Source: an optimization exercise on an open RTL-to-GDS flow (aim: small area). Production flows keep margins and buffers that such runs may drop.
Where RTL was checked, it was by simulation tests only, not by an equivalence proof against the original.
Function not checked in run 1: the RTL went through the layout flow alone.

==> flow/design.v (outline; a module is shown in full before it is edited, if it fits) <==
// module fa: 6 lines
// module ha: 6 lines
// module xnor2: 5 lines
// module or2: 5 lines
// module aoi222: 5 lines
// module nand2: 5 lines
// module nand3: 5 lines
// module nand4: 5 lines
// module nor3: 5 lines
// module bsel: 5 lines
// module bsel0: 5 lines
// module mac: 607 lines
// module rmux: 22 lines
// module h_rom_h: 48 lines
// module fir_H: 56 lines
module fir_H(xIn,sample,clk,reset,yOut,mode);
  // ...
==> flow/flow/run.sh <==
#!/bin/bash
# Layout flow: the standard ORFS flow (standard.sh) with two changes:
#  - before the resizer's repair_design, every cell is set to its smallest
#    drive strength (flow/downsize.tcl); repair_design sizes up what needs it;
#  - clock tree synthesis without dummy loads (CTS_ARGS).
# make's output goes to standard.log; ORFS keeps each step's log in orfs/logs.
set -euo pipefail
here=$(pwd)
export PRE_RESIZE_TCL=$here/flow/downsize.tcl
export REMOVE_ABC_BUFFERS=1
export BUFFER_PORTS_ARGS="-buffer_cell sky130_fd_sc_hd__buf_1"
export CTS_ARGS="-sink_clustering_enable -repair_clock_nets -dont_use_dummy_load -sink_clustering_size 28 -sink_clustering_max_diameter 100"
bash standard.sh > standard.log 2>&1
==> flow/flow/downsize.tcl <==
# Before the resizer's repair_design (PRE_RESIZE hook): give every cell the
# smallest drive strength of its function.  Synthesis sizes cells for speed
# that this design, with its long clock period, does not need; repair_design
# then upsizes or buffers wherever slew, capacitance or fanout need it.
set db [ord::get_db]
set block [ord::get_db_block]
set dont_use $::env(DONT_USE_CELLS)
set count 0
foreach inst [$block getInsts] {
  set m [$inst getMaster]
  set name [$m getName]
  if { ![regexp {^(sky130_fd_sc_hd__[a-z0-9]+)_([0-9]+)$} $name -> base drive] } { continue }
  if { [$inst isFixed] } { continue }
  set best $m
  foreach d {0 1 2 3 4 6 8 12 16} {
    set cname ${base}_$d
    if { [lsearch -exact $dont_use $cname] >= 0 } { continue }
    set c [$db findMaster $cname]
    if { $c == "NULL" || $c == "" } { continue }
    if { [$c getWidth] < [$best getWidth] } { set best $c }
  }
  if { $best != $m } {
    set p1 [lsort [lmap t [$m getMTerms] {$t getName}]]
    set p2 [lsort [lmap t [$best getMTerms] {$t getName}]]
    if { $p1 eq $p2 } {
      $inst swapMaster $best
      incr count
    }
  }
}
puts "downsize: $count instances set to their smallest drive strength"
==> flow/standard.sh <==
#!/bin/bash
# synth_recipe.tcl (not shown) runs the flow's synth.tcl, then flattens the netlist and writes it again
# the make line also repeats each setting of config.mk as NAME=value (left out here)
make -C /OpenROAD-flow-scripts/flow DESIGN_CONFIG=/design/flow/config.mk WORK_HOME=/design/flow/orfs CLKGATE_MAP_FILE= SYNTH_SCRIPT=/design/flow/synth_recipe.tcl "${@:-finish}"
==> flow/config.mk <==
export PLATFORM = sky130hd
export DESIGN_NAME = fir_H
export DESIGN_NICKNAME = fir_H
export VERILOG_FILES = /design/flow/design.v
export SDC_FILE = /design/flow/constraint.sdc
export NUM_CORES = 4
export LEC_CHECK = 0
export CAP_MARGIN = 20
export CORE_MARGIN = 2
export CORE_UTILIZATION = 70
export GPL_TIMING_DRIVEN = 0
export SLEW_MARGIN = 20
export SYNTH_HIERARCHICAL = 1
==> flow/constraint.sdc <==
create_clock -name core_clock -period 25.0 [get_ports {clk}]
set_input_delay 5.0000 -clock core_clock [delete_from_list [all_inputs] [get_ports {clk}]]
set_output_delay 5.0000 -clock core_clock [all_outputs]
set_load 0.01 [all_outputs]
==> results_tabular.tex, run 1 <==
\begin{tabular}{lr}
\hline
Metric & Value \\
\hline
\multicolumn{2}{l}{\textbf{Global route}} \\
\quad First-pass GRT wire length & 90,600 um \\
\quad Grt met2 use & 50.1\% \\
\quad Initial antenna violation count & 2 \\
\multicolumn{2}{l}{\textbf{Clock network}} \\
\quad Worst-Skew Late Latency & 600 ps \\
\quad Setup Buffers After CTS & 0 \\
\quad Clock root buffer master & clkbuf\_16 \\
\multicolumn{2}{l}{\textbf{Synth}} \\
\quad Total standard cell area after synthesis & 23,900 sq um \\
\quad Count of yosys warnings during synthesis & 8 \\
\multicolumn{2}{l}{\textbf{Finish}} \\
\quad Final Core Density & 72.6\% \\
\quad ANT cells & 2 \\
\quad Clock buf count & 25 \\
\quad Register Area & 11,700 sq um \\
\quad Number of ordinary inverters in the final layout & 51 \\
\quad FF+latch count & 575 \\
\quad Fillers & 2,403 \\
\quad Number of nets in the layout & 2,150 \\
\multicolumn{2}{l}{\textbf{Worst setup path}} \\
\quad Count of buffer and inverter cells on the critical path & 4 \\
\quad Data required time at the worst endpoint & 25,390 ps \\
\multicolumn{2}{l}{\textbf{Min path}} \\
\quad Hold Path End & ring[16] \\
\multicolumn{2}{l}{\textbf{Placement}} \\
\quad Final HPWL DP & 40,500 um \\
\quad Routability congestion estimate from global placement & 0.881 \\
\multicolumn{2}{l}{\textbf{STA}} \\
\quad Setup tns final & 0 ps \\
\multicolumn{2}{l}{\textbf{Status}} \\
\quad Outcome & no timing/DRC/antenna violations \\
\multicolumn{2}{l}{\textbf{Floorplan}} \\
\quad X dimension of the die & 189 um \\
\quad Full die area & 35,600 sq um \\
\hline
\end{tabular}
==> module h_rom_h, before the edit <==
module h_rom_h(addr,mode,onen,twon,neg);
input mode;
input[4:0] addr;
output[7:0] onen, twon, neg;
wire [4:0] k = 5'd0 - addr;
wire [3:0] kk = k[4] ? ~k[3:0] : k[3:0];
reg [7:0] one, two, sg;
always @(*) begin
	case({mode,kk})
		5'd0: begin one = 8'b00001101; two = 8'b00000000; sg = 8'b00000100; end  
		5'd1: begin one = 8'b00001010; two = 8'b00000000; sg = 8'b00000010; end  
		5'd2: begin one = 8'b00001111; two = 8'b00000000; sg = 8'b00000000; end  
		5'd3: begin one = 8'b00010000; two = 8'b00001000; sg = 8'b00001000; end  
		5'd4: begin one = 8'b00011001; two = 8'b00000000; sg = 8'b00001000; end  
		5'd5: begin one = 8'b00010010; two = 8'b00000100; sg = 8'b00000010; end  
		5'd6: begin one = 8'b00000111; two = 8'b00011000; sg = 8'b00001000; end  
		5'd7: begin one = 8'b00101111; two = 8'b00010000; sg = 8'b00010101; end  
		5'd8: begin one = 8'b00110000; two = 8'b00000000; sg = 8'b00010000; end  
		5'd9: begin one = 8'b00100110; two = 8'b00000000; sg = 8'b00000010; end  
		5'd10: begin one = 8'b00110110; two = 8'b00001001; sg = 8'b00000101; end  
		5'd11: begin one = 8'b00010011; two = 8'b00101100; sg = 8'b00010101; end  
		5'd12: begin one = 8'b01101100; two = 8'b00010001; sg = 8'b00110001; end  
		5'd13: begin one = 8'b01011111; two = 8'b00000000; sg = 8'b00010001; end  
		5'd14: begin one = 8'b00110110; two = 8'b01001001; sg = 8'b00111001; end  
		5'd15: begin one = 8'b11011110; two = 8'b00000001; sg = 8'b00000011; end  
		5'd16: begin one = 8'b00000110; two = 8'b00000001; sg = 8'b00000101; end  
		5'd17: begin one = 8'b00000101; two = 8'b00000000; sg = 8'b00000000; end  
		5'd18: begin one = 8'b00001000; two = 8'b00000000; sg = 8'b00000000; end  
		5'd19: begin one = 8'b00010011; two = 8'b00001000; sg = 8'b00001001; end  
		5'd20: begin one = 8'b00011011; two = 8'b00000000; sg = 8'b00001001; end  
		5'd21: begin one = 8'b00011100; two = 8'b00000000; sg = 8'b00001000; end  
		5'd22: begin one = 8'b00000110; two = 8'b00001000; sg = 8'b00000110; end  
		5'd23: begin one = 8'b00010111; two = 8'b00001000; sg = 8'b00010111; end  
		5'd24: begin one = 8'b00101100; two = 8'b00010011; sg = 8'b00101001; end  
		5'd25: begin one = 8'b00100100; two = 8'b00000010; sg = 8'b00100010; end  
		5'd26: begin one = 8'b00111100; two = 8'b00000000; sg = 8'b00111100; end  
		5'd27: begin one = 8'b00111011; two = 8'b00000000; sg = 8'b00111010; end  
		5'd28: begin one = 8'b00111110; two = 8'b00000001; sg = 8'b00100001; end  
		5'd29: begin one = 8'b00100001; two = 8'b00000010; sg = 8'b00000010; end  
		5'd30: begin one = 8'b01111111; two = 8'b00000000; sg = 8'b00011010; end  
		5'd31: begin one = 8'b11010000; two = 8'b00001011; sg = 8'b00011001; end  
		default: begin one = 8'b0; two = 8'b0; sg = 8'b0; end
	endcase
end
assign onen = ~one;
assign twon = ~two;
assign neg = sg ^ {8{k[4]}};
endmodule
==> inputs of run 2 (changes only) <==
--- a/flow/design.v
+++ b/flow/design.v
@@ -42,2 +42,12 @@
 endmodule
+module nor2(a,b,y);
+input a,b;
+output y;
+assign y = ~(a | b);
+endmodule
+module nor4(a,b,c,d,y);
+input a,b,c,d;
+output y;
+assign y = ~(a | b | c | d);
+endmodule
 module nor3(a,b,c,y);
@@ -691,44 +701,209 @@
 wire [4:0] k = 5'd0 - addr;
+wire k4 = k[4];
 wire [3:0] kk = k[4] ? ~k[3:0] : k[3:0];
-reg [7:0] one, two, sg;
-always @(*) begin
-	case({mode,kk})
-		5'd0: begin one = 8'b00001101; two = 8'b00000000; sg = 8'b00000100; end  
-		5'd1: begin one = 8'b00001010; two = 8'b00000000; sg = 8'b00000010; end  
-		5'd2: begin one = 8'b00001111; two = 8'b00000000; sg = 8'b00000000; end  
-		5'd3: begin one = 8'b00010000; two = 8'b00001000; sg = 8'b00001000; end  
-		5'd4: begin one = 8'b00011001; two = 8'b00000000; sg = 8'b00001000; end  
-		5'd5: begin one = 8'b00010010; two = 8'b00000100; sg = 8'b00000010; end  
-		5'd6: begin one = 8'b00000111; two = 8'b00011000; sg = 8'b00001000; end  
-		5'd7: begin one = 8'b00101111; two = 8'b00010000; sg = 8'b00010101; end  
-		5'd8: begin one = 8'b00110000; two = 8'b00000000; sg = 8'b00010000; end  
-		5'd9: begin one = 8'b00100110; two = 8'b00000000; sg = 8'b00000010; end  
-		5'd10: begin one = 8'b00110110; two = 8'b00001001; sg = 8'b00000101; end  
-		5'd11: begin one = 8'b00010011; two = 8'b00101100; sg = 8'b00010101; end  
-		5'd12: begin one = 8'b01101100; two = 8'b00010001; sg = 8'b00110001; end  
-		5'd13: begin one = 8'b01011111; two = 8'b00000000; sg = 8'b00010001; end  
-		5'd14: begin one = 8'b00110110; two = 8'b01001001; sg = 8'b00111001; end  
-		5'd15: begin one = 8'b11011110; two = 8'b00000001; sg = 8'b00000011; end  
-		5'd16: begin one = 8'b00000110; two = 8'b00000001; sg = 8'b00000101; end  
-		5'd17: begin one = 8'b00000101; two = 8'b00000000; sg = 8'b00000000; end  
-		5'd18: begin one = 8'b00001000; two = 8'b00000000; sg = 8'b00000000; end  
-		5'd19: begin one = 8'b00010011; two = 8'b00001000; sg = 8'b00001001; end  
-		5'd20: begin one = 8'b00011011; two = 8'b00000000; sg = 8'b00001001; end  
-		5'd21: begin one = 8'b00011100; two = 8'b00000000; sg = 8'b00001000; end  
-		5'd22: begin one = 8'b00000110; two = 8'b00001000; sg = 8'b00000110; end  
-		5'd23: begin one = 8'b00010111; two = 8'b00001000; sg = 8'b00010111; end  
-		5'd24: begin one = 8'b00101100; two = 8'b00010011; sg = 8'b00101001; end  
-		5'd25: begin one = 8'b00100100; two = 8'b00000010; sg = 8'b00100010; end  
-		5'd26: begin one = 8'b00111100; two = 8'b00000000; sg = 8'b00111100; end  
-		5'd27: begin one = 8'b00111011; two = 8'b00000000; sg = 8'b00111010; end  
-		5'd28: begin one = 8'b00111110; two = 8'b00000001; sg = 8'b00100001; end  
-		5'd29: begin one = 8'b00100001; two = 8'b00000010; sg = 8'b00000010; end  
-		5'd30: begin one = 8'b01111111; two = 8'b00000000; sg = 8'b00011010; end  
-		5'd31: begin one = 8'b11010000; two = 8'b00001011; sg = 8'b00011001; end  
-		default: begin one = 8'b0; two = 8'b0; sg = 8'b0; end
-	endcase
-end
-assign onen = ~one;
-assign twon = ~two;
-assign neg = sg ^ {8{k[4]}};
+wire [3:0] kn = ~kk;
+wire moden = ~mode;
+wire [3:0] an;
+wire [7:0] bn;
+wire [31:0] L;
+nand2 pa0(.a(kn[0]), .b(kn[1]), .y(an[0]));
+nand2 pa1(.a(kk[0]), .b(kn[1]), .y(an[1]));
+nand2 pa2(.a(kn[0]), .b(kk[1]), .y(an[2]));
+nand2 pa3(.a(kk[0]), .b(kk[1]), .y(an[3]));
+nand3 pb0(.a(kn[2]), .b(kn[3]), .c(moden), .y(bn[0]));
+nand3 pb1(.a(kk[2]), .b(kn[3]), .c(moden), .y(bn[1]));
+nand3 pb2(.a(kn[2]), .b(kk[3]), .c(moden), .y(bn[2]));
+nand3 pb3(.a(kk[2]), .b(kk[3]), .c(moden), .y(bn[3]));
+nand3 pb4(.a(kn[2]), .b(kn[3]), .c(mode), .y(bn[4]));
+nand3 pb5(.a(kk[2]), .b(kn[3]), .c(mode), .y(bn[5]));
+nand3 pb6(.a(kn[2]), .b(kk[3]), .c(mode), .y(bn[6]));
+nand3 pb7(.a(kk[2]), .b(kk[3]), .c(mode), .y(bn[7]));
+nor2 l0(.a(an[0]), .b(bn[0]), .y(L[0]));
+nor2 l1(.a(an[1]), .b(bn[0]), .y(L[1]));
+nor2 l2(.a(an[2]), .b(bn[0]), .y(L[2]));
+nor2 l3(.a(an[3]), .b(bn[0]), .y(L[3]));
+nor2 l4(.a(an[0]), .b(bn[1]), .y(L[4]));
+nor2 l5(.a(an[1]), .b(bn[1]), .y(L[5]));
+nor2 l6(.a(an[2]), .b(bn[1]), .y(L[6]));
+nor2 l7(.a(an[3]), .b(bn[1]), .y(L[7]));
+nor2 l8(.a(an[0]), .b(bn[2]), .y(L[8]));
+nor2 l9(.a(an[1]), .b(bn[2]), .y(L[9]));
+nor2 l10(.a(an[2]), .b(bn[2]), .y(L[10]));
+nor2 l11(.a(an[3]), .b(bn[2]), .y(L[11]));
+nor2 l12(.a(an[0]), .b(bn[3]), .y(L[12]));
+nor2 l13(.a(an[1]), .b(bn[3]), .y(L[13]));
+nor2 l14(.a(an[2]), .b(bn[3]), .y(L[14]));
+nor2 l15(.a(an[3]), .b(bn[3]), .y(L[15]));
+nor2 l16(.a(an[0]), .b(bn[4]), .y(L[16]));
+nor2 l17(.a(an[1]), .b(bn[4]), .y(L[17]));
+nor2 l18(.a(an[2]), .b(bn[4]), .y(L[18]));
+nor2 l19(.a(an[3]), .b(bn[4]), .y(L[19]));
+nor2 l20(.a(an[0]), .b(bn[5]), .y(L[20]));
+nor2 l21(.a(an[1]), .b(bn[5]), .y(L[21]));
+nor2 l22(.a(an[2]), .b(bn[5]), .y(L[22]));
+nor2 l23(.a(an[3]), .b(bn[5]), .y(L[23]));
+nor2 l24(.a(an[0]), .b(bn[6]), .y(L[24]));
+nor2 l25(.a(an[1]), .b(bn[6]), .y(L[25]));
+nor2 l26(.a(an[2]), .b(bn[6]), .y(L[26]));
+nor2 l27(.a(an[3]), .b(bn[6]), .y(L[27]));
+nor2 l28(.a(an[0]), .b(bn[7]), .y(L[28]));
+nor2 l29(.a(an[1]), .b(bn[7]), .y(L[29]));
+nor2 l30(.a(an[2]), .b(bn[7]), .y(L[30]));
+nor2 l31(.a(an[3]), .b(bn[7]), .y(L[31]));
+wire t1;
+nor4 u1(.a(L[0]), .b(L[2]), .c(L[4]), .d(L[6]), .y(t1));
+wire t2;
+nor4 u2(.a(L[7]), .b(L[11]), .c(L[13]), .d(L[17]), .y(t2));
+wire t3;
+nor4 u3(.a(L[19]), .b(L[20]), .c(L[23]), .d(L[27]), .y(t3));
+wire t4;
+nor2 u4(.a(L[29]), .b(L[30]), .y(t4));
+wire t5;
+nand4 u5(.a(t1), .b(t2), .c(t3), .d(t4), .y(t5));
+wire t6;
+assign t6 = ~t5;
+wire t7;
+nor4 u7(.a(L[10]), .b(L[12]), .c(L[14]), .d(L[15]), .y(t7));
+wire t8;
+nor4 u8(.a(L[16]), .b(L[24]), .c(L[28]), .d(L[31]), .y(t8));
+wire t9;
+nand2 u9(.a(t7), .b(t8), .y(t9));
+wire t10;
+assign t10 = ~t9;
+wire t11;
+nor4 u11(.a(L[0]), .b(L[2]), .c(L[4]), .d(L[6]), .y(t11));
+wire t12;
+nor4 u12(.a(L[17]), .b(L[26]), .c(L[27]), .d(L[29]), .y(t12));
+wire t13;
+nor2 u13(.a(L[30]), .b(L[31]), .y(t13));
+wire t14;
+nand3 u14(.a(t11), .b(t12), .c(t13), .y(t14));
+wire t15;
+nor4 u15(.a(L[0]), .b(L[3]), .c(L[4]), .d(L[8]), .y(t15));
+wire t16;
+nor4 u16(.a(L[12]), .b(L[17]), .c(L[18]), .d(L[21]), .y(t16));
+wire t17;
+nor4 u17(.a(L[24]), .b(L[25]), .c(L[26]), .d(L[29]), .y(t17));
+wire t18;
+nand3 u18(.a(t15), .b(t16), .c(t17), .y(t18));
+wire t19;
+nor3 u19(.a(L[24]), .b(L[25]), .c(L[29]), .y(t19));
+wire t20;
+nor4 u20(.a(L[1]), .b(L[5]), .c(L[9]), .d(L[15]), .y(t20));
+wire t21;
+nor4 u21(.a(L[22]), .b(L[23]), .c(L[27]), .d(L[30]), .y(t21));
+wire t22;
+nand2 u22(.a(t20), .b(t21), .y(t22));
+wire t23;
+nor4 u23(.a(L[1]), .b(L[3]), .c(L[4]), .d(L[5]), .y(t23));
+wire t24;
+nor4 u24(.a(L[8]), .b(L[11]), .c(L[18]), .d(L[19]), .y(t24));
+wire t25;
+nor4 u25(.a(L[20]), .b(L[25]), .c(L[27]), .d(L[31]), .y(t25));
+wire t26;
+nand3 u26(.a(t23), .b(t24), .c(t25), .y(t26));
+wire t27;
+nor2 u27(.a(L[5]), .b(L[11]), .y(t27));
+wire t28;
+nor4 u28(.a(L[0]), .b(L[5]), .c(L[7]), .d(L[10]), .y(t28));
+wire t29;
+nor4 u29(.a(L[16]), .b(L[22]), .c(L[23]), .d(L[26]), .y(t29));
+wire t30;
+assign t30 = ~L[29];
+wire t31;
+nand3 u31(.a(t28), .b(t29), .c(t30), .y(t31));
+wire t32;
+nor4 u32(.a(L[3]), .b(L[6]), .c(L[8]), .d(L[9]), .y(t32));
+wire t33;
+nor4 u33(.a(L[10]), .b(L[14]), .c(L[16]), .d(L[17]), .y(t33));
+wire t34;
+nor4 u34(.a(L[19]), .b(L[22]), .c(L[23]), .d(L[25]), .y(t34));
+wire t35;
+nor2 u35(.a(L[29]), .b(L[31]), .y(t35));
+wire t36;
+nand4 u36(.a(t32), .b(t33), .c(t34), .d(t35), .y(t36));
+wire t37;
+nor4 u37(.a(L[3]), .b(L[6]), .c(L[10]), .d(L[14]), .y(t37));
+wire t38;
+nor4 u38(.a(L[19]), .b(L[22]), .c(L[23]), .d(L[31]), .y(t38));
+wire t39;
+nand2 u39(.a(t37), .b(t38), .y(t39));
+wire t40;
+assign t40 = ~t39;
+wire t41;
+nor4 u41(.a(L[3]), .b(L[4]), .c(L[19]), .d(L[20]), .y(t41));
+wire t42;
+nor4 u42(.a(L[21]), .b(L[22]), .c(L[24]), .d(L[26]), .y(t42));
+wire t43;
+nor3 u43(.a(L[27]), .b(L[30]), .c(L[31]), .y(t43));
+wire t44;
+nand3 u44(.a(t41), .b(t42), .c(t43), .y(t44));
+wire t45;
+nor4 u45(.a(L[0]), .b(L[1]), .c(L[2]), .d(L[7]), .y(t45));
+wire t46;
+nor4 u46(.a(L[9]), .b(L[12]), .c(L[14]), .d(L[16]), .y(t46));
+wire t47;
+nor4 u47(.a(L[17]), .b(L[18]), .c(L[24]), .d(L[25]), .y(t47));
+wire t48;
+assign t48 = ~L[29];
+wire t49;
+nand4 u49(.a(t45), .b(t46), .c(t47), .d(t48), .y(t49));
+wire t50;
+nor4 u50(.a(L[7]), .b(L[12]), .c(L[14]), .d(L[24]), .y(t50));
+wire t51;
+nor4 u51(.a(L[8]), .b(L[11]), .c(L[13]), .d(L[23]), .y(t51));
+wire t52;
+nor4 u52(.a(L[24]), .b(L[26]), .c(L[27]), .d(L[30]), .y(t52));
+wire t53;
+assign t53 = ~L[31];
+wire t54;
+nand3 u54(.a(t51), .b(t52), .c(t53), .y(t54));
+wire t55;
+nor4 u55(.a(L[8]), .b(L[9]), .c(L[10]), .d(L[25]), .y(t55));
+wire t56;
+nor4 u56(.a(L[26]), .b(L[27]), .c(L[28]), .d(L[29]), .y(t56));
+wire t57;
+assign t57 = ~L[30];
+wire t58;
+nand3 u58(.a(t55), .b(t56), .c(t57), .y(t58));
+wire t59;
+assign t59 = ~t58;
+wire t60;
+nor3 u60(.a(L[11]), .b(L[12]), .c(L[14]), .y(t60));
+wire t61;
+nor4 u61(.a(L[25]), .b(L[26]), .c(L[27]), .d(L[28]), .y(t61));
+wire t62;
+nor4 u62(.a(L[13]), .b(L[14]), .c(L[15]), .d(L[30]), .y(t62));
+wire t63;
+assign t63 = ~L[31];
+wire t64;
+nand2 u64(.a(t62), .b(t63), .y(t64));
+wire t65;
+assign t65 = ~t64;
+wire t66;
+nor2 u66(.a(L[15]), .b(L[31]), .y(t66));
+assign onen[0] = t6;
+assign twon[0] = t10;
+assign neg[0] = ~(t14 ^ k4);
+assign onen[1] = t18;
+assign twon[1] = t19;
+assign neg[1] = t22 ^ k4;
+assign onen[2] = t26;
+assign twon[2] = t27;
+assign neg[2] = t31 ^ k4;
+assign onen[3] = t36;
+assign twon[3] = t40;
+assign neg[3] = t44 ^ k4;
+assign onen[4] = t49;
+assign twon[4] = t50;
+assign neg[4] = t54 ^ k4;
+assign onen[5] = t59;
+assign twon[5] = t60;
+assign neg[5] = ~(t61 ^ k4);
+assign onen[6] = t65;
+assign twon[6] = 1'b1;
+assign neg[6] = 1'b0 ^ k4;
+assign onen[7] = t66;
+assign twon[7] = 1'b1;
+assign neg[7] = 1'b0 ^ k4;
 endmodule
--- a/flow/flow/downsize.tcl
+++ b/flow/flow/downsize.tcl
@@ -4,2 +4,13 @@
 # then upsizes or buffers wherever slew, capacitance or fanout need it.
+# Buffers that timing-driven global placement inserted are removed first.
+set pbufs {}
+foreach inst [[ord::get_db_block] getInsts] {
+  if { [string match "place*" [$inst getName]] && [[$inst getMaster] getName] != "" } {
+    lappend pbufs [sta::find_instance [$inst getName]]
+  }
+}
+if { [llength $pbufs] > 0 } {
+  remove_buffers $pbufs
+}
+puts "downsize: removed [llength $pbufs] placement buffers"
 set db [ord::get_db]
--- a/flow/config.mk
+++ b/flow/config.mk
@@ -9,4 +9,3 @@
 export CORE_MARGIN = 2
-export CORE_UTILIZATION = 70
-export GPL_TIMING_DRIVEN = 0
+export CORE_UTILIZATION = 60
 export SLEW_MARGIN = 20
==> run 2 against run 1 <==
Compared with the run above:
- critical path depth increased by 1
- critical path type unchanged
- setup slack got worse by 150 ps
- highest routed layer unchanged
- via count decreased by 5.0%
- still clean on timing, DRC and antenna
==> results_tabular.tex, run 2 <==
\begin{tabular}{lr}
\hline
Metric & Value \\
\hline
\multicolumn{2}{l}{\textbf{Finish}} \\
\quad Final std cells w/o fill & 2,376 \\
\quad Area delta synth->final & 1.67\% \\
\quad Ratio of cells with drive above 1 in the final layout & 7.81\% \\
\quad Fillers & 3,105 (+29\%) \\
\quad Commonest cells after routing, fill and taps aside & dfxtp\_1, a222oi\_1, fa\_1 \\
\quad Number of nets in the layout & 2,047 (-4.8\%) \\
\quad Largest Register & ring \\
\quad Flip-flop count of the largest register after layout & 496 \\
\quad Register Area & 11,700 sq um (unchanged) \\
\quad Combined area of the multi-input logic cells & 10,000 sq um \\
\quad Finished Cell Area & 23,900 sq um \\
\quad Most frequent standard cell in the layout excluding fill and tap cells & dfxtp\_1 \\
\quad Registers with the most flip-flops & ring (496), acc (32) \\
\multicolumn{2}{l}{\textbf{Clock network}} \\
\quad Count of cells resized by post-cts repair & 0 \\
\quad H-tree levels & 1 \\
\quad TritonCTS Buffers & 26 \\
\quad Clock transition time at the flip-flop clock pins of the worst setup and hold paths & 100 ps \\
\quad Clk buf depth & 3 \\
\quad Setup Buffers After CTS & 0 (unchanged) \\
\quad CTS sink count & 575 \\
\quad Clock root buffer master & clkbuf\_16 \\
\quad Number of buffers inserted by hold repair at cts & 0 \\
\quad Worst-Skew Late Latency & 610 ps (about the same) \\
\quad CTS tree & done \\
\multicolumn{2}{l}{\textbf{Placement}} \\
\quad Total instance count after detailed placement & 2,348 \\
\quad Final HPWL DP & 40,900 um (+0.86\%) \\
\quad Post-placement cell area & 23,200 sq um \\
\quad Post-placement setup slack & 5370 ps \\
\quad Number of port buffers & 35 \\
\quad Routability congestion estimate from global placement & 0.850 (-3.5\%) \\
\multicolumn{2}{l}{\textbf{Run}} \\
\quad Total of max-cap violations & 0 \\
\multicolumn{2}{l}{\textbf{Global route}} \\
\quad Number of global-route vias before repair & 15.3k \\
\quad Pin count of the biggest net entering global routing & 38 \\
\quad First-pass GRT wire length & 88,400 um (-2.4\%) \\
\quad Initial antenna violation count & 2 (unchanged) \\
\quad Global router's overall resource usage & 27.8\% \\
\quad Final global-route overflow total & 0 \\
\multicolumn{2}{l}{\textbf{Worst setup path}} \\
\quad Worst r2r src & ph[0] \\
\quad Critical register-to-register path endpoint & acc[5] \\
\quad Category of the worst setup path capture point & flop \\
\quad Critical path peak fanout & 32 \\
\quad Data required time at the worst endpoint & 25,370 ps (-20 ps) \\
\quad Arr. time, crit path & 19,460 ps \\
\quad Worst Path Class, Setup & in -> reg \\
\quad Count of buffer and inverter cells on the critical path & 3 (-1) \\
\quad Startpoint types & primary input \\
\quad Cell count of the worst reg-to-reg path & 49 \\
\quad Master of the slowest instance on the critical path & ha\_1 \\
\quad Maximum cell stage delay along the critical path & 980 ps \\
\quad R2r setup slk & 8390 ps \\
\quad Kind of cell with the highest combined delay on the critical path & adder cells \\
\quad Most frequent CP cell & fa\_1 \\
\multicolumn{2}{l}{\textbf{Drt}} \\
\quad Number of routed nets with antenna violations & 0 \\
\quad Final Routed Wirelength & 56,200 um \\
\quad Routed WL per cell & 23.7 um \\
\quad Detailed router's first-iteration violation count & 1,763 \\
\quad Drt pass-1 iters & 8 \\
\quad DR DRC count & 0 \\
\quad Vias per cell & 6.44 \\
\quad Total number of vias & 15.3k \\
\multicolumn{2}{l}{\textbf{Min path}} \\
\quad Hold Path End & ring[267] \\
\quad Classification of the worst-slack hold path & reg -> reg \\
\quad Worst hold path startpoint & ring[283] \\
\quad Min-Delay Path Depth & 0 \\
\multicolumn{2}{l}{\textbf{Synth}} \\
\quad Post-synthesis cell count & 1,864 \\
\quad Average cell area after synthesis & 12.6 sq um \\
\quad Count of yosys warnings during synthesis & 7 (-1) \\
\quad Total standard cell area after synthesis & 23,500 sq um (-1.7\%) \\
\multicolumn{2}{l}{\textbf{Floorplan}} \\
\quad Full die area & 40,700 sq um (+14\%) \\
\quad Core box area & 38,600 sq um \\
\quad Top-level I/O count & 36 \\
\quad Cell row count & 72 \\
\quad Die Y-Extent & 202 um \\
\quad Initial Utilization & 60.7\% \\
\quad X dimension of the die & 202 um (+6.9\%) \\
\multicolumn{2}{l}{\textbf{STA}} \\
\quad Number of pins exceeding their max-slew limit in the final report & 0 \\
\quad Setup skew after layout & 90.1 ps \\
\quad Final-layout worst hold slack & 292 ps \\
\quad Unrepaired setup endpoints after global routing & false \\
\quad Measured slew at the worst slew-check pin & 1130 ps \\
\quad Slew Limit Headroom & 24.6\% \\
\quad Final cycle utilization of the critical path & 76.3\% \\
\quad Setup tns final & 0 ps (unchanged) \\
\quad Final setup violation count & 0 \\
\quad Highest achievable clock rate & 52.4 MHz \\
\quad Post-layout minimum cycle time & 19,080 ps \\
\quad Worst setup margin & 5920 ps \\
\quad Endpoints failing hold & 0 \\
\multicolumn{2}{l}{\textbf{Status}} \\
\quad Outcome & no timing/DRC/antenna violations \\
\hline
\end{tabular}
## run 2: cell types whose count changed in the layout (fill, tap and decap cells not counted), moves of 14 or more
cell and delta:
a21oi_1 -17, buf_1 -33, nand2_1 -14, nor2_1 +15, nor4_1 +33, o21ai_0 -15
## run 2: worst max path at each step
| stage | startpoint | cells after the start | end | slack, ps |
|---|---|---|---|---|
| after CTS | mode | 45 | acc[5] | 5930 |
| final | mode | 45 | acc[5] | 5920 |
| after global routing | mode | 45 | acc[12] | 5220 |
| after global placement | mode | 45 | acc[25] | 4550 |
| after floorplan | mode | 44 | acc[0] | 5140 |
| after detailed placement | mode | 45 | acc[12] | 5370 |
## run 2: area by class of cell
class	instances	area share, %
sequential	575	48.9
multi-input combinational	1144	42.1
clock buffer	26	2.73
tap	518	2.72
timing repair buffer	57	2.65
inverter	55	0.866
antenna	1	0.0105
## run 2: worst reg2reg max path, delay by kind of cell, from the launching register on
| kind | cells | cell delay [ps] |
|---|---|---|
| buffers and inverters | 3 | 420 |
| AOI/OAI and AO/OA | 1 | 160 |
| and+or+nand+nor | 7 | 1520 |
| adders and majority gates | 34 | 12290 |
| xor gates and xnor gates | 4 | 1470 |
| DFF | 1 | 540 |
## run 2: per-layer routing
metal | part of all wire (%) | routed length, um | track usage, % | vias to the layer above
met5 | 0 | 0 | 0 | -
met4 | 3.3 | 1880 | 9.87 | 0
met3 | 6.5 | 3680 | 3.37 | 100
met2 | 44 | 24800 | 42.2 | 546
met1 | 46 | 25900 | 41.3 | 7747
li1 | - | - | - | 6900
## run 2: metrics by stage
| stage | utilization, % |
|---|---|
| CTS | 61.7 |
| floorplan | - |
| global placement | 62.8 |
| detailed placement | 60.0 |
| global route | 61.7 |
| finish | 61.7 |
==> inputs of run 3 (changes only) <==
--- a/flow/flow/downsize.tcl
+++ b/flow/flow/downsize.tcl
@@ -4,13 +4,2 @@
 # then upsizes or buffers wherever slew, capacitance or fanout need it.
-# Buffers that timing-driven global placement inserted are removed first.
-set pbufs {}
-foreach inst [[ord::get_db_block] getInsts] {
-  if { [string match "place*" [$inst getName]] && [[$inst getMaster] getName] != "" } {
-    lappend pbufs [sta::find_instance [$inst getName]]
-  }
-}
-if { [llength $pbufs] > 0 } {
-  remove_buffers $pbufs
-}
-puts "downsize: removed [llength $pbufs] placement buffers"
 set db [ord::get_db]
--- a/flow/config.mk
+++ b/flow/config.mk
@@ -10,2 +10,3 @@
 export CORE_UTILIZATION = 60
+export GPL_TIMING_DRIVEN = 0
 export SLEW_MARGIN = 20
==> run 3 against run 2 <==
Compared with the run above:
- final cell count increased by 1.9%
- synthesized area unchanged
- clock-buffer cell count unchanged
- core utilization increased by 0.73 points
- non-clock buffer count increased by 43
- register-to-register slack got worse by 50 ps
- highest routed layer unchanged
- die area unchanged
- largest cell class unchanged
==> results_tabular.tex, run 3 <==
\begin{tabular}{lr}
\hline
Metric & Value \\
\hline
\multicolumn{2}{l}{\textbf{STA}} \\
\quad Final cycle utilization of the critical path & 77.7\% (+1.4 points) \\
\quad Post-layout minimum cycle time & 19,430 ps (+344 ps) \\
\quad Setup tns final & 0 ps (unchanged) \\
\quad Final setup violation count & 0 (unchanged) \\
\quad Worst setup margin & 5570 ps (-344 ps) \\
\quad Highest achievable clock rate & 51.5 MHz (-1.8\%) \\
\quad Number of pins exceeding their max-slew limit in the final report & 0 (unchanged) \\
\quad Final-layout worst hold slack & 318 ps (+26.7 ps) \\
\quad Unrepaired setup endpoints after global routing & false \\
\quad Slew Limit Headroom & 26.8\% (+2.2 points) \\
\quad Endpoints failing hold & 0 (unchanged) \\
\quad Measured slew at the worst slew-check pin & 1090 ps (-32.4 ps) \\
\quad Setup skew after layout & 41.3 ps (-48.8 ps) \\
\multicolumn{2}{l}{\textbf{Worst setup path}} \\
\quad Last element of the critical path & acc[9] \\
\quad CP startpoint & mode \\
\quad Critical register-to-register path endpoint & acc[9] \\
\quad R2r setup slk & 8340 ps (-50 ps) \\
\quad Startpoint types & primary input \\
\quad Cell count of the worst reg-to-reg path & 50 (+2.0\%) \\
\quad Worst r2r src & ph[0] \\
\quad Data required time at the worst endpoint & 25,450 ps (+80 ps) \\
\quad Category of the worst setup path capture point & flop \\
\quad Most frequent CP cell & fa\_1 \\
\quad Maximum cell stage delay along the critical path & 690 ps (-290 ps) \\
\quad Worst Path Class, Setup & in -> reg \\
\quad Master of the slowest instance on the critical path & nor2\_4 \\
\quad Arr. time, crit path & 19,880 ps (+420 ps) \\
\quad Critical path peak fanout & 32 (unchanged) \\
\multicolumn{2}{l}{\textbf{Finish}} \\
\quad Register Area & 11,700 sq um (unchanged) \\
\quad Flip-flop count of the largest register after layout & 496 (unchanged) \\
\quad Registers with the most flip-flops & ring (496), acc (32) \\
\quad Area delta synth->final & 2.87\% \\
\quad Ratio of cells with drive above 1 in the final layout & 8.32\% (+0.51 points) \\
\quad Commonest cells after routing, fill and taps aside & dfxtp\_1, a222oi\_1, fa\_1 \\
\quad Most frequent standard cell in the layout excluding fill and tap cells & dfxtp\_1 \\
\quad Number of nets in the layout & 2,090 (+2.1\%) \\
\quad Fillers & 3,104 (-0.032\%) \\
\quad Largest Register & ring \\
\quad Final Core Density & 62.4\% (+0.73 points) \\
\quad Combined area of the multi-input logic cells & 10,100 sq um (+0.15\%) \\
\multicolumn{2}{l}{\textbf{Min path}} \\
\quad Classification of the worst-slack hold path & reg -> reg \\
\multicolumn{2}{l}{\textbf{Clock network}} \\
\quad Worst-Skew Late Latency & 570 ps (-40 ps) \\
\quad Setup Buffers After CTS & 0 (unchanged) \\
\quad CTS sink count & 575 (unchanged) \\
\quad Clk buf depth & 3 (unchanged) \\
\quad H-tree levels & 1 (unchanged) \\
\quad Clock root buffer master & clkbuf\_16 \\
\quad TritonCTS Buffers & 26 (unchanged) \\
\quad CTS tree & done \\
\quad Number of buffers inserted by hold repair at cts & 0 (unchanged) \\
\quad Count of cells resized by post-cts repair & 0 (unchanged) \\
\quad Clock transition time at the flip-flop clock pins of the worst setup and hold paths & 110 ps (about the same) \\
\multicolumn{2}{l}{\textbf{Drt}} \\
\quad Sum of routed wire segments on met1 & 26,300 um (+1.5\%) \\
\quad Met3 layer wire length in the routed design & 3770 um (+2.4\%) \\
\quad Number of routed nets with antenna violations & 0 (unchanged) \\
\quad Highest metal used & met4 \\
\quad Total number of vias & 15.3k (+0.039\%) \\
\quad Vias per cell & 6.32 (-1.8\%) \\
\quad Met2 Routed Length & 24,400 um (-1.5\%) \\
\quad Detailed router's first-iteration violation count & 1,616 (-8.3\%) \\
\quad Drt pass-1 iters & 9 (+1) \\
\quad Routed WL per cell & 23.0 um (-2.7\%) \\
\quad Final Routed Wirelength & 55,700 um (-0.89\%) \\
\quad DR DRC count & 0 (unchanged) \\
\multicolumn{2}{l}{\textbf{Global route}} \\
\quad Initial antenna violation count & 0 (-2) \\
\quad Number of global-route vias before repair & 15.3k (+0.29\%) \\
\quad Global router's overall resource usage & 27.8\% (about the same) \\
\quad Final global-route overflow total & 0 (unchanged) \\
\quad First-pass GRT wire length & 89,100 um (+0.80\%) \\
\quad Pin count of the biggest net entering global routing & 38 (unchanged) \\
\multicolumn{2}{l}{\textbf{Synth}} \\
\quad Post-synthesis cell count & 1,864 (unchanged) \\
\quad Average cell area after synthesis & 12.6 sq um (unchanged) \\
\quad Total standard cell area after synthesis & 23,500 sq um (unchanged) \\
\quad Count of yosys warnings during synthesis & 7 (unchanged) \\
\multicolumn{2}{l}{\textbf{Placement}} \\
\quad Post-placement setup slack & 4760 ps (-605 ps) \\
\quad Number of port buffers & 35 (unchanged) \\
\quad Routability congestion estimate from global placement & 0.907 (+6.8\%) \\
\quad Final HPWL DP & 40,900 um (about the same) \\
\multicolumn{2}{l}{\textbf{Floorplan}} \\
\quad Initial Utilization & 60.7\% (unchanged) \\
\quad Full die area & 40,700 sq um (unchanged) \\
\quad Cell row count & 72 (unchanged) \\
\quad X dimension of the die & 202 um (unchanged) \\
\quad Die Y-Extent & 202 um (unchanged) \\
\quad Top-level I/O count & 36 (unchanged) \\
\quad Core box area & 38,600 sq um (unchanged) \\
\multicolumn{2}{l}{\textbf{Run}} \\
\quad Total of max-cap violations & 0 (unchanged) \\
\multicolumn{2}{l}{\textbf{Status}} \\
\quad Outcome & no timing/DRC/antenna violations \\
\hline
\end{tabular}
run 3: critical path: cells and delay by family:
kind	cells	cell delay, ps
AO/OA/AOI/OAI	1	110
XOR/XNOR	1	180
adder cells (fa/ha/maj)	33	11750
buffers and inverters	4	880
AND/OR/NAND/NOR	7	1920
run 3: layout make-up:
cell class / count / area share [%]
inverter: 55 / 0.855
clock buffer: 26 / 2.70
antenna: 2 / 0.0207
timing repair buffer: 100 / 3.72
tap: 518 / 2.69
sequential: 575 / 48.4
multi-input combinational: 1144 / 41.7
run 3: metrics by stage:
step | cells | area, sq um
final | 2420 | 24100
after global routing | 2418 | 24100
after CTS | 2418 | 24100
after detailed placement | 2392 | 23500
after global placement | 2327 | 23600
after floorplan | 1774 | 22900
run 3: routing by layer:
layer | vias to the layer above | global-route usage [%]
met4 | 0 | 6.70
li1 | 7001 | -
met2 | 556 | 42.3
met1 | 7667 | 42.3
met3 | 75 | 3.76
met5 | - | 0
run 3: worst min path at each step:
| stage | cells after the start | slack [ps] | start | end |
|---|---|---|---|---|
| after detailed placement | 0 | 340 | ring[443] | ring[427] |
| final | 0 | 320 | ring[171] | ring[155] |
| after global placement | 0 | 330 | ring[126] | ring[110] |
| after CTS | 0 | 320 | ring[171] | ring[155] |
| after global routing | 0 | 330 | ring[171] | ring[155] |
| after floorplan | 0 | 330 | ring[144] | ring[128] |
==> inputs of run 4 (changes only) <==
--- a/flow/config.mk
+++ b/flow/config.mk
@@ -7,7 +7,6 @@
 export LEC_CHECK = 0
-export CAP_MARGIN = 20
+export CAP_MARGIN = 5
 export CORE_MARGIN = 2
 export CORE_UTILIZATION = 60
-export GPL_TIMING_DRIVEN = 0
-export SLEW_MARGIN = 20
+export SLEW_MARGIN = 5
 export SYNTH_HIERARCHICAL = 1
==> run 4 against run 3 <==
Compared with the run above:
- setup slack worse by 120 ps
- register-to-register slack worse by 210 ps
- highest routed layer unchanged
- routed wire length about the same
- non-clock buffer count up 8
- largest cell class unchanged
- critical path type unchanged
- global-route usage down 0.13 points
- fmax down 0.60%
- hold slack worse by 22 ps
- die area unchanged
- via count about the same
==> results_tabular.tex, run 4 <==
\begin{tabular}{lr}
\hline
Metric & Value \\
\hline
\multicolumn{2}{l}{\textbf{Status}} \\
\quad Outcome & no timing/DRC/antenna violations \\
\multicolumn{2}{l}{\textbf{Global route}} \\
\quad Initial antenna violation count & 3 (+3) \\
\quad Global router's overall resource usage & 27.7\% (-0.13 points) \\
\quad Pin count of the biggest net entering global routing & 38 (unchanged) \\
\quad First-pass GRT wire length & 88,300 um (-0.93\%) \\
\quad Number of global-route vias before repair & 15.0k (-1.8\%) \\
\quad Final global-route overflow total & 0 (unchanged) \\
\multicolumn{2}{l}{\textbf{Drt}} \\
\quad Highest metal used & met4 \\
\quad Drt pass-1 iters & 10 (+1) \\
\quad Sum of routed wire segments on met1 & 25,900 um (-1.2\%) \\
\quad Met2 Routed Length & 24,700 um (+0.95\%) \\
\quad Met3 layer wire length in the routed design & 3740 um (-0.93\%) \\
\quad Final Routed Wirelength & 55,700 um (about the same) \\
\quad Routed WL per cell & 23.0 um (-0.35\%) \\
\quad DR DRC count & 0 (unchanged) \\
\quad Total number of vias & 15.3k (-0.052\%) \\
\quad Detailed router's first-iteration violation count & 1,815 (+12\%) \\
\quad Number of routed nets with antenna violations & 0 (unchanged) \\
\quad Vias per cell & 6.30 (-0.34\%) \\
\multicolumn{2}{l}{\textbf{Worst setup path}} \\
\quad Master of the slowest instance on the critical path & buf\_1 \\
\quad Worst r2r src & ph[0] \\
\quad Worst Path Class, Setup & in -> reg \\
\quad Cell count of the worst reg-to-reg path & 49 (-2.0\%) \\
\quad Critical path peak fanout & 32 (unchanged) \\
\quad Critical register-to-register path endpoint & acc[4] \\
\quad Maximum cell stage delay along the critical path & 970 ps (+280 ps) \\
\quad Startpoint types & primary input \\
\quad Arr. time, crit path & 19,910 ps (+30 ps) \\
\quad Most frequent CP cell & fa\_1 \\
\quad Category of the worst setup path capture point & flop \\
\quad R2r setup slk & 8130 ps (-210 ps) \\
\quad Data required time at the worst endpoint & 25,370 ps (-80 ps) \\
\multicolumn{2}{l}{\textbf{Clock network}} \\
\quad H-tree levels & 1 (unchanged) \\
\quad CTS sink count & 575 (unchanged) \\
\quad Count of cells resized by post-cts repair & 0 (unchanged) \\
\quad CTS tree & done \\
\quad Clk buf depth & 3 (unchanged) \\
\quad Number of buffers inserted by hold repair at cts & 0 (unchanged) \\
\quad Worst-Skew Late Latency & 610 ps (+40 ps) \\
\quad Clock root buffer master & clkbuf\_16 \\
\quad TritonCTS Buffers & 26 (unchanged) \\
\quad Clock transition time at the flip-flop clock pins of the worst setup and hold paths & 100 ps (about the same) \\
\quad Setup Buffers After CTS & 0 (unchanged) \\
\multicolumn{2}{l}{\textbf{Placement}} \\
\quad Number of port buffers & 35 (unchanged) \\
\quad Routability congestion estimate from global placement & 0.850 (-6.3\%) \\
\quad Post-placement setup slack & 4900 ps (+134 ps) \\
\quad Final HPWL DP & 38,900 um (-4.7\%) \\
\multicolumn{2}{l}{\textbf{Floorplan}} \\
\quad Die Y-Extent & 202 um (unchanged) \\
\quad Top-level I/O count & 36 (unchanged) \\
\quad Full die area & 40,700 sq um (unchanged) \\
\quad Initial Utilization & 60.7\% (unchanged) \\
\quad X dimension of the die & 202 um (unchanged) \\
\quad Cell row count & 72 (unchanged) \\
\quad Core box area & 38,600 sq um (unchanged) \\
\multicolumn{2}{l}{\textbf{STA}} \\
\quad Highest achievable clock rate & 51.2 MHz (-0.60\%) \\
\quad Endpoints failing hold & 0 (unchanged) \\
\quad Setup skew after layout & 84.3 ps (+43.0 ps) \\
\quad Final setup violation count & 0 (unchanged) \\
\quad Setup tns final & 0 ps (unchanged) \\
\quad Final cycle utilization of the critical path & 78.2\% (+0.47 points) \\
\quad Number of pins exceeding their max-slew limit in the final report & 0 (unchanged) \\
\quad Worst setup margin & 5450 ps (-118 ps) \\
\quad Post-layout minimum cycle time & 19,550 ps (+118 ps) \\
\quad Unrepaired setup endpoints after global routing & false \\
\quad Slew Limit Headroom & 13.0\% (-14 points) \\
\quad Measured slew at the worst slew-check pin & 1310 ps (+212 ps) \\
\multicolumn{2}{l}{\textbf{Synth}} \\
\quad Post-synthesis cell count & 1,864 (unchanged) \\
\quad Count of yosys warnings during synthesis & 7 (unchanged) \\
\quad Average cell area after synthesis & 12.6 sq um (unchanged) \\
\quad Total standard cell area after synthesis & 23,500 sq um (unchanged) \\
\multicolumn{2}{l}{\textbf{Finish}} \\
\quad Ratio of cells with drive above 1 in the final layout & 2.36\% (-6.0 points) \\
\quad Registers with the most flip-flops & ring (496), acc (32) \\
\quad Commonest cells after routing, fill and taps aside & dfxtp\_1, a222oi\_1, xor2\_1 \\
\quad Fillers & 3,199 (+3.1\%) \\
\quad Area delta synth->final & -0.251\% \\
\quad Most frequent standard cell in the layout excluding fill and tap cells & dfxtp\_1 \\
\quad Final Core Density & 60.6\% (-1.9 points) \\
\quad Largest Register & ring \\
\quad Number of nets in the layout & 2,098 (+0.38\%) \\
\quad Flip-flop count of the largest register after layout & 496 (unchanged) \\
\multicolumn{2}{l}{\textbf{Min path}} \\
\quad Hold Path End & ring[216] \\
\quad Worst hold path startpoint & ring[232] \\
\quad Min-Delay Path Depth & 0 (unchanged) \\
\quad Classification of the worst-slack hold path & reg -> reg \\
\multicolumn{2}{l}{\textbf{Run}} \\
\quad Total of max-cap violations & 0 (unchanged) \\
\hline
\end{tabular}
[run 4: cell count changes in the layout (fill, tap and decap cells not counted), sizes merged]
| cell | delta |
|---|---|
| buf | +6 |
| diode | -1 |
| clkbuf | +2 |
[run 4: area by class of cell]
class | instances | area (sq um) | area share [%]
well taps | 518 | 648 | 2.77
clock buffers | 26 | 651 | 2.78
repair buffers | 108 | 467 | 1.99
multi-input cells | 1144 | 9760 | 41.7
inverters | 55 | 206 | 0.882
flip-flops and latches | 575 | 11700 | 49.9
diodes | 1 | 2.50 | 0.0107
[run 4: how the worst max path moves through the flow]
stage / startpoint / endpoint / slack (ps) / cells past startpoint
finish: mode / acc[4] / 5450 / 45
detailed placement: mode / acc[12] / 4900 / 45
global placement: mode / acc[25] / 4550 / 45
global route: mode / acc[3] / 4720 / 45
floorplan: mode / acc[0] / 5140 / 44
CTS: mode / acc[4] / 5470 / 45
[run 4: metal layers]
layer	track usage, %	vias to the layer above
met5	0	-
met4	7.75	0
met3	4.21	80
met2	42.2	555
met1	41.2	7640
li1	-	7016
[run 4: through the flow]
stage               instances  instance area, sq um  hold WS (ps)
floorplan                1774                 22900           330
global placement         2396                 24300           332
detailed placement       2399                 22700           336
CTS                      2425                 23400           296
global route             2426                 23400           295
finish                   2427                 23400           296
[run 4: worst max-delay path: cells and delay by family]
kind                       cells  cell delay, ps
AOI/OAI and AO/OA              1             130
and+or+nand+nor                6            1120
adders and majority gates     32           11880
xor gates and xnor gates       1             160
buffers and inverters          5            1600
==> inputs of run 5 (changes only) <==
--- a/flow/config.mk
+++ b/flow/config.mk
@@ -7,6 +7,6 @@
 export LEC_CHECK = 0
-export CAP_MARGIN = 5
+export CAP_MARGIN = 20
 export CORE_MARGIN = 2
-export CORE_UTILIZATION = 60
-export SLEW_MARGIN = 5
+export CORE_UTILIZATION = 50
+export SLEW_MARGIN = 20
 export SYNTH_HIERARCHICAL = 1
==> run 5 against run 4 <==
Compared with the run above:
- still clean on timing, DRC and antenna
- synthesized area is the same
- final area grew 0.48%
- sequential share of layout area shrank 0.24 points
- first-iteration DRC count grew 8.5%
- fmax grew 0.28%
- hold slack gained 20 ps
- routed wire length grew 3.5%
- non-clock buffer count is the same
- final cell count grew 3.7%
- critical path depth grew 2
- critical path type unchanged
- critical endpoint is now acc[15]
==> results_tabular.tex, run 5 <==
\begin{tabular}{lr}
\hline
Metric & Value \\
\hline
\multicolumn{2}{l}{\textbf{Global route}} \\
\quad Global router's overall resource usage & 23.9\% (-3.8 points) \\
\quad Final global-route overflow total & 0 (unchanged) \\
\quad Initial antenna violation count & 2 (-1) \\
\quad First-pass GRT wire length & 89,200 um (+0.96\%) \\
\quad Number of global-route vias before repair & 14.8k (-1.4\%) \\
\quad Pin count of the biggest net entering global routing & 38 (unchanged) \\
\multicolumn{2}{l}{\textbf{Placement}} \\
\quad Post-placement cell area & 22,800 sq um (+0.44\%) \\
\quad Final HPWL DP & 40,600 um (+4.2\%) \\
\quad Total instance count after detailed placement & 2,489 (+3.8\%) \\
\quad Number of port buffers & 35 (unchanged) \\
\quad Post-placement setup slack & 4510 ps (-390 ps) \\
\quad Routability congestion estimate from global placement & 0.857 (+0.88\%) \\
\multicolumn{2}{l}{\textbf{Finish}} \\
\quad Combined area of the multi-input logic cells & 9750 sq um (about the same) \\
\quad Flip-flop count of the largest register after layout & 496 (unchanged) \\
\quad Finished Cell Area & 23,500 sq um (+0.48\%) \\
\quad Register Area & 11,700 sq um (unchanged) \\
\quad Largest Register & ring \\
\quad Fillers & 4,185 (+31\%) \\
\quad Ratio of cells with drive above 1 in the final layout & 2.57\% (+0.21 points) \\
\quad Final Core Density & 50.6\% (-9.9 points) \\
\quad Most frequent standard cell in the layout excluding fill and tap cells & dfxtp\_1 \\
\quad Area delta synth->final & 0.229\% \\
\quad Final std cells w/o fill & 2,518 (+3.7\%) \\
\quad Commonest cells after routing, fill and taps aside & dfxtp\_1, a222oi\_1, xor2\_1 \\
\quad Registers with the most flip-flops & ring (496), acc (32) \\
\quad Number of nets in the layout & 2,099 (+0.048\%) \\
\multicolumn{2}{l}{\textbf{Drt}} \\
\quad Number of routed nets with antenna violations & 0 (unchanged) \\
\quad Total number of vias & 15.3k (-0.065\%) \\
\quad Detailed router's first-iteration violation count & 1,970 (+8.5\%) \\
\quad Drt pass-1 iters & 9 (-1) \\
\quad DR DRC count & 0 (unchanged) \\
\quad Routed WL per cell & 22.9 um (-0.20\%) \\
\quad Vias per cell & 6.07 (-3.7\%) \\
\quad Final Routed Wirelength & 57,700 um (+3.5\%) \\
\multicolumn{2}{l}{\textbf{Floorplan}} \\
\quad Core box area & 46,500 sq um (+20\%) \\
\quad Die Y-Extent & 221 um (+9.4\%) \\
\quad Full die area & 48,700 sq um (+20\%) \\
\quad Top-level I/O count & 36 (unchanged) \\
\quad Cell row count & 79 (+9.7\%) \\
\quad Initial Utilization & 50.5\% (-10 points) \\
\quad X dimension of the die & 221 um (+9.4\%) \\
\multicolumn{2}{l}{\textbf{Clock network}} \\
\quad Number of buffers inserted by hold repair at cts & 0 (unchanged) \\
\quad Setup Buffers After CTS & 0 (unchanged) \\
\quad Count of cells resized by post-cts repair & 0 (unchanged) \\
\quad CTS tree & done \\
\quad Clock transition time at the flip-flop clock pins of the worst setup and hold paths & 100 ps (about the same) \\
\quad CTS sink count & 575 (unchanged) \\
\quad Clock root buffer master & clkbuf\_16 \\
\quad H-tree levels & 1 (unchanged) \\
\quad Clk buf depth & 3 (unchanged) \\
\quad Worst-Skew Late Latency & 610 ps (about the same) \\
\quad TritonCTS Buffers & 27 (+3.8\%) \\
\multicolumn{2}{l}{\textbf{Worst setup path}} \\
\quad Worst Path Class, Setup & in -> reg \\
\quad Maximum cell stage delay along the critical path & 1010 ps (+40 ps) \\
\quad Arr. time, crit path & 19,860 ps (-50 ps) \\
\quad Startpoint types & primary input \\
\quad Kind of cell with the highest combined delay on the critical path & adder cells \\
\quad Count of buffer and inverter cells on the critical path & 5 (unchanged) \\
\quad Data required time at the worst endpoint & 25,370 ps (about the same) \\
\quad Most frequent CP cell & fa\_1 \\
\quad Critical path peak fanout & 32 (unchanged) \\
\quad Master of the slowest instance on the critical path & ha\_1 \\
\quad Category of the worst setup path capture point & flop \\
\multicolumn{2}{l}{\textbf{STA}} \\
\quad Setup skew after layout & 94.5 ps (+10.1 ps) \\
\quad Setup tns final & 0 ps (unchanged) \\
\quad Endpoints failing hold & 0 (unchanged) \\
\quad Worst setup margin & 5510 ps (+55.5 ps) \\
\quad Unrepaired setup endpoints after global routing & false \\
\quad Slew Limit Headroom & 22.4\% (+9.5 points) \\
\quad Number of pins exceeding their max-slew limit in the final report & 0 (unchanged) \\
\quad Post-layout minimum cycle time & 19,490 ps (-55.5 ps) \\
\quad Final-layout worst hold slack & 316 ps (+20.0 ps) \\
\quad Final cycle utilization of the critical path & 78.0\% (-0.22 points) \\
\quad Highest achievable clock rate & 51.3 MHz (+0.28\%) \\
\quad Final setup violation count & 0 (unchanged) \\
\quad Measured slew at the worst slew-check pin & 1160 ps (-142 ps) \\
\multicolumn{2}{l}{\textbf{Synth}} \\
\quad Count of yosys warnings during synthesis & 7 (unchanged) \\
\quad Total standard cell area after synthesis & 23,500 sq um (unchanged) \\
\quad Average cell area after synthesis & 12.6 sq um (unchanged) \\
\quad Post-synthesis cell count & 1,864 (unchanged) \\
\multicolumn{2}{l}{\textbf{Run}} \\
\quad Total of max-cap violations & 0 (unchanged) \\
\multicolumn{2}{l}{\textbf{Status}} \\
\quad Outcome & no timing/DRC/antenna violations \\
\multicolumn{2}{l}{\textbf{Min path}} \\
\quad Classification of the worst-slack hold path & reg -> reg \\
\hline
\end{tabular}
## run 5: changes by cell type in the layout (fill, tap and decap cells not counted), sizes merged
| cell | before | now |
|---|---|---|
| clkbuf | 28 | 29 |
| diode | 1 | 2 |
## run 5: cell type report
cell class	instances	area share (%)
Tap cell	607	3.23
Timing Repair Buffer	108	1.89
Multi-Input combinational cell	1144	41.5
Antenna cell	2	0.0213
Clock buffer	27	2.87
Sequential cell	575	49.6
Inverter	55	0.878
## run 5: worst reg2reg max path: cells and delay by family, from the launching register on
kind	cells	cell delay [ps]
adder cells (fa/ha/maj)	34	12390
buffers and inverters	5	1530
AND/OR/NAND/NOR	7	1390
XOR/XNOR	4	750
flip-flops	1	540
AO/OA/AOI/OAI	1	150
## run 5: path summary, 6_finish.rpt
kind              slack, ps  startpoint  cells past startpoint         to
setup / recovery       5510        mode                     47    acc[15]
hold / removal          320   ring[302]                      0  ring[286]
setup reg to reg       8090       ph[0]                     51    acc[15]
hold reg to reg         320   ring[302]                      0  ring[286]
## run 5: metal layers
layer  up-vias  GRT usage, %  share of wire [%]
met4         0          6.51                2.4
met5         -             0                  0
met2       474          36.2                 44
met1      7723          36.3                 48
met3        70          2.57                5.5
li1       7014             -                  -
==> inputs of run 6 (changes only) <==
--- a/flow/config.mk
+++ b/flow/config.mk
@@ -9,3 +9,3 @@
 export CORE_MARGIN = 2
-export CORE_UTILIZATION = 50
+export CORE_UTILIZATION = 60
 export SLEW_MARGIN = 20
==> run 6 against run 5 <==
Compared with the run above:
- via count down 0.15%
- flip-flop and latch count unchanged
- critical path depth fell by 1
- still clean
- clock skew fell by 20 ps
- final cell count is 3.6% lower
- synthesized area unchanged
- non-clock buffer count is the same
==> results_tabular.tex, run 6 <==
\begin{tabular}{lr}
\hline
Metric & Value \\
\hline
\multicolumn{2}{l}{\textbf{Status}} \\
\quad Outcome & no timing/DRC/antenna violations \\
\multicolumn{2}{l}{\textbf{Clock network}} \\
\quad Count of cells resized by post-cts repair & 0 (unchanged) \\
\quad TritonCTS Buffers & 26 (-3.7\%) \\
\quad H-tree levels & 1 (unchanged) \\
\quad CTS sink count & 575 (unchanged) \\
\quad Clock transition time at the flip-flop clock pins of the worst setup and hold paths & 100 ps (about the same) \\
\quad Worst-Skew Late Latency & 600 ps (about the same) \\
\quad CTS tree & done \\
\quad Number of buffers inserted by hold repair at cts & 0 (unchanged) \\
\quad Clock root buffer master & clkbuf\_16 \\
\quad Setup Buffers After CTS & 0 (unchanged) \\
\quad Clk buf depth & 3 (unchanged) \\
\multicolumn{2}{l}{\textbf{Finish}} \\
\quad Registers with the most flip-flops & ring (496), acc (32) \\
\quad Ratio of cells with drive above 1 in the final layout & 2.57\% (about the same) \\
\quad Most frequent standard cell in the layout excluding fill and tap cells & dfxtp\_1 \\
\quad Largest Register & ring \\
\quad Flip-flop count of the largest register after layout & 496 (unchanged) \\
\quad Finished Cell Area & 23,400 sq um (-0.47\%) \\
\quad Area delta synth->final & -0.240\% \\
\quad Commonest cells after routing, fill and taps aside & dfxtp\_1, a222oi\_1, xor2\_1 \\
\quad Number of nets in the layout & 2,098 (-0.048\%) \\
\multicolumn{2}{l}{\textbf{Drt}} \\
\quad Total number of vias & 15.3k (-0.15\%) \\
\quad Final Routed Wirelength & 55,500 um (-3.8\%) \\
\quad Detailed router's first-iteration violation count & 1,825 (-7.4\%) \\
\quad Number of routed nets with antenna violations & 0 (unchanged) \\
\quad Drt pass-1 iters & 9 (unchanged) \\
\quad DR DRC count & 0 (unchanged) \\
\quad Vias per cell & 6.29 (+3.6\%) \\
\quad Routed WL per cell & 22.9 um (-0.16\%) \\
\multicolumn{2}{l}{\textbf{Floorplan}} \\
\quad Core box area & 38,600 sq um (-17\%) \\
\quad Top-level I/O count & 36 (unchanged) \\
\quad Full die area & 40,700 sq um (-16\%) \\
\quad Die Y-Extent & 202 um (-8.6\%) \\
\quad Cell row count & 72 (-8.9\%) \\
\quad X dimension of the die & 202 um (-8.6\%) \\
\quad Initial Utilization & 60.7\% (+10 points) \\
\multicolumn{2}{l}{\textbf{Placement}} \\
\quad Final HPWL DP & 39,000 um (-4.0\%) \\
\quad Routability congestion estimate from global placement & 0.850 (-0.87\%) \\
\quad Post-placement cell area & 22,700 sq um (-0.36\%) \\
\quad Post-placement setup slack & 5080 ps (+572 ps) \\
\quad Number of port buffers & 35 (unchanged) \\
\multicolumn{2}{l}{\textbf{Global route}} \\
\quad Number of global-route vias before repair & 15.1k (+1.6\%) \\
\quad Initial antenna violation count & 0 (-2) \\
\quad Global router's overall resource usage & 27.5\% (+3.6 points) \\
\quad First-pass GRT wire length & 88,200 um (-1.1\%) \\
\quad Pin count of the biggest net entering global routing & 38 (unchanged) \\
\quad Final global-route overflow total & 0 (unchanged) \\
\multicolumn{2}{l}{\textbf{Synth}} \\
\quad Average cell area after synthesis & 12.6 sq um (unchanged) \\
\quad Count of yosys warnings during synthesis & 7 (unchanged) \\
\quad Total standard cell area after synthesis & 23,500 sq um (unchanged) \\
\quad Post-synthesis cell count & 1,864 (unchanged) \\
\multicolumn{2}{l}{\textbf{STA}} \\
\quad Endpoints failing hold & 0 (unchanged) \\
\quad Number of pins exceeding their max-slew limit in the final report & 0 (unchanged) \\
\quad Final cycle utilization of the critical path & 77.6\% (-0.41 points) \\
\quad Setup skew after layout & 74.7 ps (-19.8 ps) \\
\quad Slew Limit Headroom & 22.3\% (-0.17 points) \\
\quad Post-layout minimum cycle time & 19,390 ps (-101 ps) \\
\quad Final setup violation count & 0 (unchanged) \\
\quad Worst setup margin & 5610 ps (+101 ps) \\
\quad Highest achievable clock rate & 51.6 MHz (+0.52\%) \\
\quad Setup tns final & 0 ps (unchanged) \\
\quad Unrepaired setup endpoints after global routing & false \\
\quad Measured slew at the worst slew-check pin & 1170 ps (+2.50 ps) \\
\multicolumn{2}{l}{\textbf{Worst setup path}} \\
\quad CP startpoint & mode \\
\quad Arr. time, crit path & 19,770 ps (-90 ps) \\
\quad Worst Path Class, Setup & in -> reg \\
\quad Master of the slowest instance on the critical path & ha\_1 \\
\quad Category of the worst setup path capture point & flop \\
\quad R2r setup slk & 8400 ps (+310 ps) \\
\quad Startpoint types & primary input \\
\quad Data required time at the worst endpoint & 25,380 ps (about the same) \\
\quad Maximum cell stage delay along the critical path & 970 ps (-40 ps) \\
\quad Most frequent CP cell & fa\_1 \\
\quad Critical path peak fanout & 32 (unchanged) \\
\quad Worst r2r src & r[0] \\
\multicolumn{2}{l}{\textbf{Run}} \\
\quad Total of max-cap violations & 0 (unchanged) \\
\multicolumn{2}{l}{\textbf{Min path}} \\
\quad Classification of the worst-slack hold path & reg -> reg \\
\quad Worst hold path startpoint & ring[232] \\
\hline
\end{tabular}
## run 6: through the flow
stage | hold slack, ps | util (%) | cells
2_1_floorplan | 330 | - | 1774
3_3_place_gp | 332 | 62.8 | 2396
3_5_place_dp | 336 | 58.9 | 2400
4_1_cts | 298 | 60.5 | 2426
5_1_grt | 301 | 60.6 | 2426
6_report | 298 | 60.6 | 2427
## run 6: final timing paths
| path | end | depth (start not counted) |
|---|---|---|
| setup / recovery | acc[2] | 46 |
| hold / removal | ring[216] | 0 |
| setup reg to reg | acc[2] | 49 |
| hold reg to reg | ring[216] | 0 |
## run 6: per-layer routing
metal | GRT usage, % | vias to the layer above | routed length [um]
met5 | 0 | - | 0
met4 | 6.70 | 0 | 1180
met3 | 3.94 | 69 | 3580
met2 | 42.4 | 514 | 24700
met1 | 41.2 | 7664 | 26100
li1 | - | 7011 | -
## run 6: final cells by class
type	count	area [sq um]
repair buffers	108	467
inverters	55	206
clock buffers	26	651
multi-input cells	1144	9760
diodes	1	2.50
flip-flops and latches	575	11700
well taps	518	648
fillers	3182	15200
## run 6: critical path: cells and delay by family
family | cells | cell delay [ps]
compound gates | 1 | 140
simple gates | 6 | 1200
buf+inv | 4 | 670
fa+ha+maj | 33 | 12060
xor+xnor | 2 | 690

==> what the ideal ports hide <==
No port has a modelled driver above. Below, the same layouts with a new extraction and two added sets of constraints.
Step 1 sets driving cells, clkbuf_16 on the clock port and buf_2 on the other inputs (assumed; they add their load-dependent delay and slew).
Step 2 times the ports against the registers' clock, not the clock port: input delays grow and output delays shrink by t, the midpoint of the rising clock arrivals with the driver on.
Slacks: no drivers / after step 1 / after step 2; pairs: no drivers / after step 1.
run | t (ns) | slack for setup (ns) | worst hold slack (ns)
run 1 | 0.623 | 6.066 / 6.099 / 5.476 | 0.308 / 0.308 / 0.308
run 2 | 0.620 | 5.915 / 5.843 / 5.223 | 0.292 / 0.292 / 0.292
run 3 | 0.611 | 5.572 / 5.605 / 4.994 | 0.318 / 0.318 / 0.318
run 4 | 0.624 | 5.454 / 5.482 / 4.858 | 0.296 / 0.296 / 0.296
run 5 | 0.630 | 5.509 / 5.545 / 4.915 | 0.316 / 0.316 / 0.316
run 6 | 0.618 | 5.611 / 5.638 / 5.020 | 0.298 / 0.298 / 0.298
After both steps setup and hold are still met in every run listed. The setup slack of run 2, which loses most, moves by -0.072 ns with the drivers and by -0.692 ns with both steps.
